Background: an optimization exercise with open tools, aiming at small area and a short achievable clock period. Do not read the settings as production practice.
Only simulation tests tie the RTL to the original design; equivalence was not proved.
The flow treats the clock pin as an ideal source. Dropping or thinning the clock tree relies on that and would not hold on a real chip.

==> flow/design.v <==
`timescale 1ns/1ps
module sync_fifo #(
    parameter WIDTH = 32,
    parameter DEPTH = 8,
    parameter ADDR_WIDTH = $clog2(DEPTH)
)(
    i_clk,
    i_rstn,
    i_wren,
    i_rden,
    i_wdata,
    o_rdata,
    o_empty,
    o_full
);
    input           i_clk;
    input           i_rstn;
    input           i_wren;
    input           i_rden;
    input [31:0]    i_wdata;
    output [31:0]   o_rdata;
    output          o_empty;
    output          o_full;
    reg  [31:0] head;            
    reg  [31:0] mem [0:6];       
    reg  [2:0]  rptr;            
    reg  [2:0]  wptr;            
    reg         nempty;          
    reg         nempty_h;        
    reg         one;             
    reg         full;            
    reg         nempty_o;        
    reg         full_o;          
    reg  [6:0]  rsel;            
    reg  [6:0]  wslot;           
    wire        empty = ~nempty;
    function [2:0] lfsr_next;
        input [2:0] s;
        lfsr_next = {s[1:0], ~(s[2] ^ s[1])};
    endfunction
    wire [2:0] rptr_nx = lfsr_next(rptr);
    wire [2:0] wptr_nx = lfsr_next(wptr);
    wire       two   = (wptr == rptr_nx);    
    wire       seven = (rptr == wptr_nx);    
    genvar g;
    wire       hold;     
    wire       sel_w;    
    wire [6:0] sel_m;    
    wire [6:0] mem_we;   
    sync_fifo_andn2 u_hold  (.a(nempty_h), .b(i_rden), .y(hold));
    sync_fifo_a21bo u_selw  (.a1(one), .a2(i_rden), .b1n(nempty_h), .y(sel_w));
    generate
        for (g = 0; g < 7; g = g + 1) begin : g_gate
            sync_fifo_and2 u_selm (.a(i_rden), .b(rsel[g]),  .y(sel_m[g]));
            sync_fifo_and2 u_we   (.a(i_wren), .b(wslot[g]), .y(mem_we[g]));
        end
    endgenerate
    wire       rd_adv    = i_rden & (~one | i_wren);
    wire       wr_adv    = i_wren & nempty;
    wire [2:0] rptr_n    = rd_adv ? rptr_nx : rptr;
    wire [2:0] wptr_n    = wr_adv ? wptr_nx : wptr;
    wire       nempty_n  = i_wren | ~sel_w;
    wire       one_n     = (empty & i_wren) | (one & (i_wren == i_rden)) | (two & i_rden & ~i_wren);
    wire       full_n    = ~i_rden & (full | (i_wren & seven));
    wire       nempty_on;
    wire       nempty_hn;
    wire       full_on;
    sync_fifo_orn2   u_ne_o (.a(i_wren), .b(sel_w), .y(nempty_on));
    sync_fifo_orn2   u_ne_h (.a(i_wren), .b(sel_w), .y(nempty_hn));
    sync_fifo_fullnx u_fu_o (.rd(i_rden), .wr(i_wren), .full(full), .seven(seven), .y(full_on));
    wire [6:0] rsel_n;
    wire [6:0] wslot_n;
    generate
        for (g = 0; g < 7; g = g + 1) begin : g_rsel
            assign rsel_n[g]  = nempty_n & ~one_n & (rptr_n == g);
            assign wslot_n[g] = nempty_n & (wptr_n == g);
        end
    endgenerate
    wire [31:0] head_nx;
    generate
        for (g = 0; g < 32; g = g + 1) begin : g_head
            wire y0, y1, y2;
            sync_fifo_aoi222 u0 (.a1(hold), .b1(head[g]), .a2(sel_w), .b2(i_wdata[g]), .a3(sel_m[0]), .b3(mem[0][g]), .y(y0));
            sync_fifo_aoi222 u1 (.a1(sel_m[1]), .b1(mem[1][g]), .a2(sel_m[2]), .b2(mem[2][g]), .a3(sel_m[3]), .b3(mem[3][g]), .y(y1));
            sync_fifo_aoi222 u2 (.a1(sel_m[4]), .b1(mem[4][g]), .a2(sel_m[5]), .b2(mem[5][g]), .a3(sel_m[6]), .b3(mem[6][g]), .y(y2));
            sync_fifo_nand3  u3 (.a(y0), .b(y1), .c(y2), .y(head_nx[g]));
        end
    endgenerate
    always @(posedge i_clk) begin
        head <= head_nx;
    end
    generate
        for (g = 0; g < 7; g = g + 1) begin : g_mem
            always @(posedge i_clk)
                if (mem_we[g])
                    mem[g] <= i_wdata;
        end
    endgenerate
    always @(posedge i_clk or negedge i_rstn) begin
        if (!i_rstn) begin
            rptr     <= 3'd0;
            wptr     <= 3'd0;
            nempty   <= 1'b0;
            nempty_h <= 1'b0;
            one      <= 1'b0;
            full     <= 1'b0;
            nempty_o <= 1'b0;
            full_o   <= 1'b0;
        end else begin
            rptr     <= rptr_n;
            wptr     <= wptr_n;
            nempty   <= nempty_n;
            nempty_h <= nempty_hn;
            one      <= one_n;
            full     <= full_n;
            nempty_o <= nempty_on;
            full_o   <= full_on;
        end
    end
    always @(posedge i_clk) begin
        rsel  <= rsel_n;
        wslot <= wslot_n;
    end
    assign o_rdata = head;
    assign o_empty = ~nempty_o;
    assign o_full  = full_o;
endmodule
module sync_fifo_aoi222 (
    input  a1, b1, a2, b2, a3, b3,
    output y
);
    assign y = ~((a1 & b1) | (a2 & b2) | (a3 & b3));
endmodule
module sync_fifo_nand3 (
    input  a, b, c,
    output y
);
    assign y = ~(a & b & c);
endmodule
module sync_fifo_and2 (
    input  a, b,
    output y
);
    assign y = a & b;
endmodule
module sync_fifo_andn2 (
    input  a, b,
    output y
);
    assign y = a & ~b;
endmodule
module sync_fifo_a21bo (
    input  a1, a2, b1n,
    output y
);
    assign y = (a1 & a2) | ~b1n;
endmodule
module sync_fifo_orn2 (
    input  a, b,
    output y
);
    assign y = a | ~b;
endmodule
module sync_fifo_fullnx (
    input  rd, wr, full, seven,
    output y
);
    assign y = ~rd & (full | (wr & seven));
endmodule
export LEC_CHECK = 0
export CAP_MARGIN = 20
export CORE_MARGIN = 2
export CORE_UTILIZATION = 45
export PLACE_DENSITY = 0.8
export SETUP_SLACK_MARGIN = 2.05
export SLEW_MARGIN = 20
export SYNTH_HIERARCHICAL = 1
export SYNTH_MINIMUM_KEEP_SIZE = 0
create_clock -name core_clock -period 3.6 [get_ports {i_clk}]
standard.sh (not shown) runs the stock make flow with config.mk's settings and CLKGATE_MAP_FILE= SYNTH_SCRIPT=/design/flow/synth_recipe.tcl, a recipe that flattens the netlist after the stock synthesis.
==> flow/flow/run.sh <==
#!/bin/bash
# Own layout flow: the standard flow (standard.sh) with a hand-built
# two-level clock tree (flow/mcts.tcl) in place of TritonCTS, and small
# port buffers. Each step's full output goes to a log file in this folder;
# ORFS's per-step logs are under orfs/logs/.
set -euo pipefail
W=$(pwd)
EXTRA=(
  "BUFFER_PORTS_ARGS=-buffer_cell sky130_fd_sc_hd__buf_2"
  "PRE_CTS_TCL=$W/flow/mcts.tcl"
)
bash standard.sh "${EXTRA[@]}" synth > synth.log 2>&1
bash standard.sh "${EXTRA[@]}" finish > layout.log 2>&1
Other scripts of this flow, unchanged in this note and not shown: flow/flow/mcts.tcl
The first run went through all stages and came out clean.
Rerun with:
CORE_UTILIZATION = 50   (was 45)
PLACE_DENSITY = 0.85   (was 0.8)
Final cell count falls by a few percent.
Die area decreases by roughly a tenth.
Cell area is lower slightly.
Fmax fell slightly.
Worst setup slack loses 0.014 ns.
No run of this note takes its clock network from TritonCTS; it comes from the design's own scripts or RTL.

re-timing with driven ports:
The flow's constraints put no driver on any port. The routed layouts listed below were extracted and timed again, unchanged, in two steps.
Step 1 (the two cells are an assumption about what drives the block):
set clk [get_ports {i_clk}]
set_driving_cell -lib_cell sky130_fd_sc_hd__clkbuf_16 $clk
set_driving_cell -lib_cell sky130_fd_sc_hd__buf_2 [delete_from_list [all_inputs] $clk]
Step 2 times the ports against the registers' clock, not the clock port: input delays grow and output delays shrink by t, the midpoint of the rising clock arrivals with the driver on.
Three values: ideal ports, drivers, drivers and shift; two values: the first two.
run | t (ns) | setup WS [ns] | hold WS [ns] | worst setup path after step 2
the first run | 0.390 | 1.983 / 1.936 / 1.555 | 0.271 / 0.199 / 0.477 | input to register
the second run | 0.392 | 1.968 / 1.940 / 1.548 | 0.286 / 0.212 / 0.476 | input to register
After both steps setup and hold are still met in every run listed. For the first run, which loses most, drivers alone change the setup slack by -0.047 ns; drivers and shift together by -0.428 ns.
